Context: an optimization exercise on an open-source flow, tuned for small area, a short achievable clock period and few clock cycles per item. The choices shown serve that exercise and are no tape-out recipe.

==> flow/design.v <==
`timescale 1ns / 1ps
module simon128_256 (
  input  wire          clk       ,
  input  wire          rst       ,
  input  wire          key_valid ,
  output logic         key_ready ,
  input  wire  [255:0] key       ,
  input  wire          in_valid  ,
  output logic         in_ready  ,
  input  wire  [127:0] in_data   ,
  output logic         out_valid ,
  input  wire          out_ready ,
  output logic [127:0] out_data
);
  localparam integer R = 3;            
  localparam integer N = 72 / R;       
  localparam logic [61:0] Z4 = 62'b11010001111001101011011000100000010111000011001010010011101111;
  function automatic logic zbit(input integer i);
    zbit = Z4[61 - (i % 62)];
  endfunction
  function automatic logic [63:0] rol(input logic [63:0] v, input integer n);
    rol = (v << n) | (v >> (64 - n));
  endfunction
  function automatic logic [63:0] ror(input logic [63:0] v, input integer n);
    ror = (v >> n) | (v << (64 - n));
  endfunction
  logic [255:0] kreg;        
  logic [255:0] ks;          
  logic [ 63:0] x, y;        
  logic         idle;        
  logic         busy;        
  logic [  5:0] cnt;
  logic         last;
  assign key_ready = 1'b1;
  assign in_ready  = idle;
  assign out_data  = {x, y};
  assign last      = (cnt == N - 1);
  logic [R-1:0] zc;
  always_comb begin
    zc = '0;
    for (int c = 0; c < N; c++)
      if (cnt == c)
        for (int j = 0; j < R; j++)
          zc[j] = zbit(R * c + j);
  end
  logic [63:0] w [0:R+3];
  logic [63:0] t [0:R-1];
  always_comb begin
    for (int j = 0; j < 4; j++) w[j] = ks[64*j +: 64];
    for (int j = 0; j < R; j++) begin
      t[j]   = ror(w[j+3], 3) ^ w[j+1];
      w[j+4] = ~w[j] ^ t[j] ^ ror(t[j], 1) ^ {63'd0, zc[j]} ^ 64'd3;
    end
  end
  logic [63:0] xs [0:R];
  logic [63:0] ys [0:R];
  always_comb begin
    xs[0] = x;
    ys[0] = y;
    for (int j = 0; j < R; j++) begin
      xs[j+1] = ys[j] ^ (rol(xs[j], 1) & rol(xs[j], 8)) ^ rol(xs[j], 2) ^ w[j];
      ys[j+1] = xs[j];
    end
  end
  localparam integer NC = 8;
  logic [NC-1:0] idle_c, busy_c, ov_c;
  assign idle      = idle_c[0];
  assign busy      = busy_c[0];
  assign out_valid = ov_c[0];
  logic [127:0] s_q, s_d;
  assign s_d = {xs[R], ys[R]};
  assign {x, y} = s_q;
  for (genvar c = 0; c < NC; c++) begin : g_ctl
    always_ff @(posedge clk) begin
      if (rst) begin
        idle_c[c] <= 1'b1;
        busy_c[c] <= 1'b0;
        ov_c[c]   <= 1'b0;
      end else begin
        if (idle_c[c]) begin
          idle_c[c] <= ~in_valid;
          busy_c[c] <= in_valid;
        end else if (busy_c[c]) begin
          if (last) begin
            busy_c[c] <= 1'b0;
            ov_c[c]   <= 1'b1;
          end
        end else if (out_ready) begin
          ov_c[c]   <= 1'b0;
          idle_c[c] <= 1'b1;
        end
      end
    end
    localparam integer SW = 128 / NC;
    localparam integer KW = 256 / NC;
    always_ff @(posedge clk) begin
      if (idle_c[c])      s_q[SW*c +: SW] <= in_data[SW*c +: SW];
      else if (!ov_c[c])  s_q[SW*c +: SW] <= s_d[SW*c +: SW];
    end
    always_ff @(posedge clk) begin
      if (idle_c[c]) ks[KW*c +: KW] <= kreg[KW*c +: KW];
      else           ks[KW*c +: KW] <= {w[R+3], w[R+2], w[R+1], w[R]} >> (KW*c);
    end
  end
  always_ff @(posedge clk) begin
    if (key_valid) kreg <= key;
  end
  always_ff @(posedge clk) begin
    if (!busy) cnt <= '0;
    else       cnt <= cnt + 1'b1;
  end
endmodule
clock: 5.0 ns
lec_check: 0
cap_margin: 20
core_margin: 2
core_utilization: 40
slew_margin: 20
synth_memory_max_bits: 8192
standard.sh (not shown) runs the stock make flow with config.mk's settings and CLKGATE_MAP_FILE= SYNTH_SCRIPT=/design/flow/synth_recipe.tcl, a recipe that flattens the netlist after the stock synthesis.
==> flow/flow/run.sh <==
#!/bin/bash
set -euo pipefail
export BUFFER_PORTS_ARGS="-buffer_cell sky130_fd_sc_hd__buf_1"
bash standard.sh finish > standard_flow.log 2>&1
The baseline completed with no timing, DRC or antenna violations.
Then changed:
--- a/flow/design.v
+++ b/flow/design.v
@@ -12,7 +12,7 @@
   input  wire          out_ready ,
   output logic [127:0] out_data
 );
-  localparam integer R = 3;            
+  localparam integer R = 2;            
   localparam integer N = 72 / R;       
   localparam logic [61:0] Z4 = 62'b11010001111001101011011000100000010111000011001010010011101111;
   function automatic logic zbit(input integer i);
@@ -34,15 +34,15 @@
   assign key_ready = 1'b1;
   assign in_ready  = idle;
   assign out_data  = {x, y};
-  assign last      = (cnt == N - 1);
-  logic [R-1:0] zc;
-  always_comb begin
-    zc = '0;
-    for (int c = 0; c < N; c++)
-      if (cnt == c)
-        for (int j = 0; j < R; j++)
-          zc[j] = zbit(R * c + j);
-  end
+  function automatic logic [6:0] zinit();
+    for (int j = 0; j < 7; j++) zinit[j] = zbit(j);
+  endfunction
+  function automatic logic [6:0] zadv(input logic [6:0] zs);
+    logic [R+6:0] e;
+    e[6:0] = zs;
+    for (int j = 7; j < R + 7; j++) e[j] = e[j-2] ^ e[j-3] ^ e[j-7];
+    zadv = e[R +: 7];
+  endfunction
   logic [63:0] w [0:R+3];
   logic [63:0] t [0:R-1];
   always_comb begin
@@ -109,4 +109,16 @@
     if (!busy) cnt <= '0;
     else       cnt <= cnt + 1'b1;
   end
+  logic [6:0]   zs;
+  logic [R-1:0] zc;
+  assign zc = zs[R-1:0];
+  always_ff @(posedge clk) begin
+    if (rst)      zs <= zinit();
+    else if (busy & ~last) zs <= zadv(zs);
+    else          zs <= zinit();
+  end
+  always_ff @(posedge clk) begin
+    if (rst) last <= 1'b0;
+    else     last <= busy & (cnt == N - 2);
+  end
 endmodule
Outcome: Routed wire length went down by about 20%; hold slack degrades by 0.015 ns; global-route usage goes down by 2.7 points; worst setup slack improves by 0.38 ns; design area goes down by about 11%; register-to-register slack improves by 0.97 ns; critical path depth came out lower by 6; via count decreases by 16%; core utilization came out higher by 0.32 points; synthesized area falls by 12%.
No functional check of the RTL was part of any run of this note.

---

simon128_256, a different RTL version from the one above (not shown whole).
Size in the first run: ~2,600 cells after synthesis, about 650 flip-flops, roughly 520 I/O pins.
==> module simon128_256, before the edit <==
module simon128_256 (
  input  wire          clk       ,
  input  wire          rst       ,
  input  wire          key_valid ,
  output logic         key_ready ,
  input  wire  [255:0] key       ,
  input  wire          in_valid  ,
  output logic         in_ready  ,
  input  wire  [127:0] in_data   ,
  output logic         out_valid ,
  input  wire          out_ready ,
  output logic [127:0] out_data
);
  localparam integer R = 3;            
  localparam integer N = 72 / R;       
  localparam logic [61:0] Z4 = 62'b11010001111001101011011000100000010111000011001010010011101111;
  function automatic logic zbit(input integer i);
    zbit = Z4[61 - (i % 62)];
  endfunction
  function automatic logic [63:0] rol(input logic [63:0] v, input integer n);
    rol = (v << n) | (v >> (64 - n));
  endfunction
  function automatic logic [63:0] ror(input logic [63:0] v, input integer n);
    ror = (v >> n) | (v << (64 - n));
  endfunction
  logic [255:0] kreg;        
  logic [255:0] ks;          
  logic [ 63:0] x, y;        
  logic         idle;        
  logic         busy;        
  logic [  5:0] cnt;
  logic         last;
  assign key_ready = 1'b1;
  assign in_ready  = idle;
  assign out_data  = {x, y};
  assign last      = (cnt == N - 1);
  logic [R-1:0] zc;
  always_comb begin
    zc = '0;
    for (int c = 0; c < N; c++)
      if (cnt == c)
        for (int j = 0; j < R; j++)
          zc[j] = zbit(R * c + j);
  end
  logic [63:0] w [0:R+3];
  logic [63:0] t [0:R-1];
  always_comb begin
    for (int j = 0; j < 4; j++) w[j] = ks[64*j +: 64];
    for (int j = 0; j < R; j++) begin
      t[j]   = ror(w[j+3], 3) ^ w[j+1];
      w[j+4] = ~w[j] ^ t[j] ^ ror(t[j], 1) ^ {63'd0, zc[j]} ^ 64'd3;
    end
  end
  logic [63:0] xs [0:R];
  logic [63:0] ys [0:R];
  always_comb begin
    xs[0] = x;
    ys[0] = y;
    for (int j = 0; j < R; j++) begin
      xs[j+1] = ys[j] ^ (rol(xs[j], 1) & rol(xs[j], 8)) ^ rol(xs[j], 2) ^ w[j];
      ys[j+1] = xs[j];
    end
  end
  always_ff @(posedge clk) begin
    if (key_valid) kreg <= key;
  end
  always_ff @(posedge clk) begin
    if (idle) begin
      x  <= in_data[127:64];
      y  <= in_data[ 63: 0];
    end else if (busy) begin
      x  <= xs[R];
      y  <= ys[R];
    end
  end
  always_ff @(posedge clk) begin
    if (idle) ks <= kreg;
    else          ks <= {w[R+3], w[R+2], w[R+1], w[R]};
  end
  always_ff @(posedge clk) begin
    if (rst) begin
      idle      <= 1'b1;
      busy      <= 1'b0;
      out_valid <= 1'b0;
    end else begin
      if (idle) begin
        idle <= ~in_valid;
        busy <= in_valid;
      end else if (busy) begin
        if (last) begin
          busy      <= 1'b0;
          out_valid <= 1'b1;
        end
      end else if (out_ready) begin
        out_valid <= 1'b0;
        idle      <= 1'b1;
      end
    end
  end
  always_ff @(posedge clk) begin
    if (!busy) cnt <= '0;
    else       cnt <= cnt + 1'b1;
  end
endmodule
==> flow/config.mk <==
export PLATFORM = sky130hd
export DESIGN_NAME = simon128_256
export DESIGN_NICKNAME = simon128_256
export VERILOG_FILES = /design/flow/design.v
export SDC_FILE = /design/flow/constraint.sdc
export NUM_CORES = 4
export LEC_CHECK = 0
export CAP_MARGIN = 20
export CORE_MARGIN = 2
export CORE_UTILIZATION = 40
export SLEW_MARGIN = 20
export SYNTH_MEMORY_MAX_BITS = 8192
==> flow/constraint.sdc <==
create_clock -name core_clock -period 5.0 [get_ports {clk}]
set_input_delay 1.0000 -clock core_clock [delete_from_list [all_inputs] [get_ports {clk}]]
set_output_delay 1.0000 -clock core_clock [all_outputs]
set_load 0.01 [all_outputs]
Scripts as last shown in full above: flow/flow/run.sh
Change:
--- a/flow/design.v
+++ b/flow/design.v
@@ -9,13 +9,13 @@
   output logic         in_ready  ,
   input  wire  [127:0] in_data   ,
   output logic         out_valid ,
   input  wire          out_ready ,
   output logic [127:0] out_data
 );
-  localparam integer R = 3;            
+  localparam integer R = 2;            
   localparam integer N = 72 / R;       
   localparam logic [61:0] Z4 = 62'b11010001111001101011011000100000010111000011001010010011101111;
   function automatic logic zbit(input integer i);
     zbit = Z4[61 - (i % 62)];
   endfunction
   function automatic logic [63:0] rol(input logic [63:0] v, input integer n);
Wire length decreases by 21%.
Worst hold slack improved by 19 ps.
Clock-buffer cell count increases by 3.
Worst setup slack improved by 750 ps.
Global-route usage decreases by 2.1 points.
Cell area decreases by 12%.
Register-to-register slack improved by 870 ps.
Non-clock buffer count decreases by 10.
No functional check of the RTL was part of any run of this note.

[separate check: timing with driven ports]
How much do the figures lean on ideal ports? The routed layouts below were timed once more, with nothing changed but the port constraints.
Step 1: set_driving_cell puts a clkbuf_16 on clk and a buf_2 on each other input, an assumption about the parent block.
Step 2, shift: input delay + t, output delay - t, t = (earliest + latest rising clock arrival at the registers) / 2. This alone moves slack from input paths to output paths.
Slacks: ideal ports / drivers / drivers and shift; pairs: ideal ports / drivers.
run	t, ns	setup slack, ns	worst slew at a driven data input, ns
the first run of note 1	0.703	1.841 / 1.841 / 1.841	0.13
the second run of note 1	0.679	2.219 / 2.155 / 2.418	0.13
the first run of note 2	0.691	1.783 / 1.783 / 1.783	0.15
the second run of note 2	0.673	2.529 / 2.467 / 2.348	0.12
After both steps every run listed still meets setup and hold. The setup slack of the second run of note 2, which loses most, moves by -0.062 ns with the drivers and by -0.181 ns with both steps.
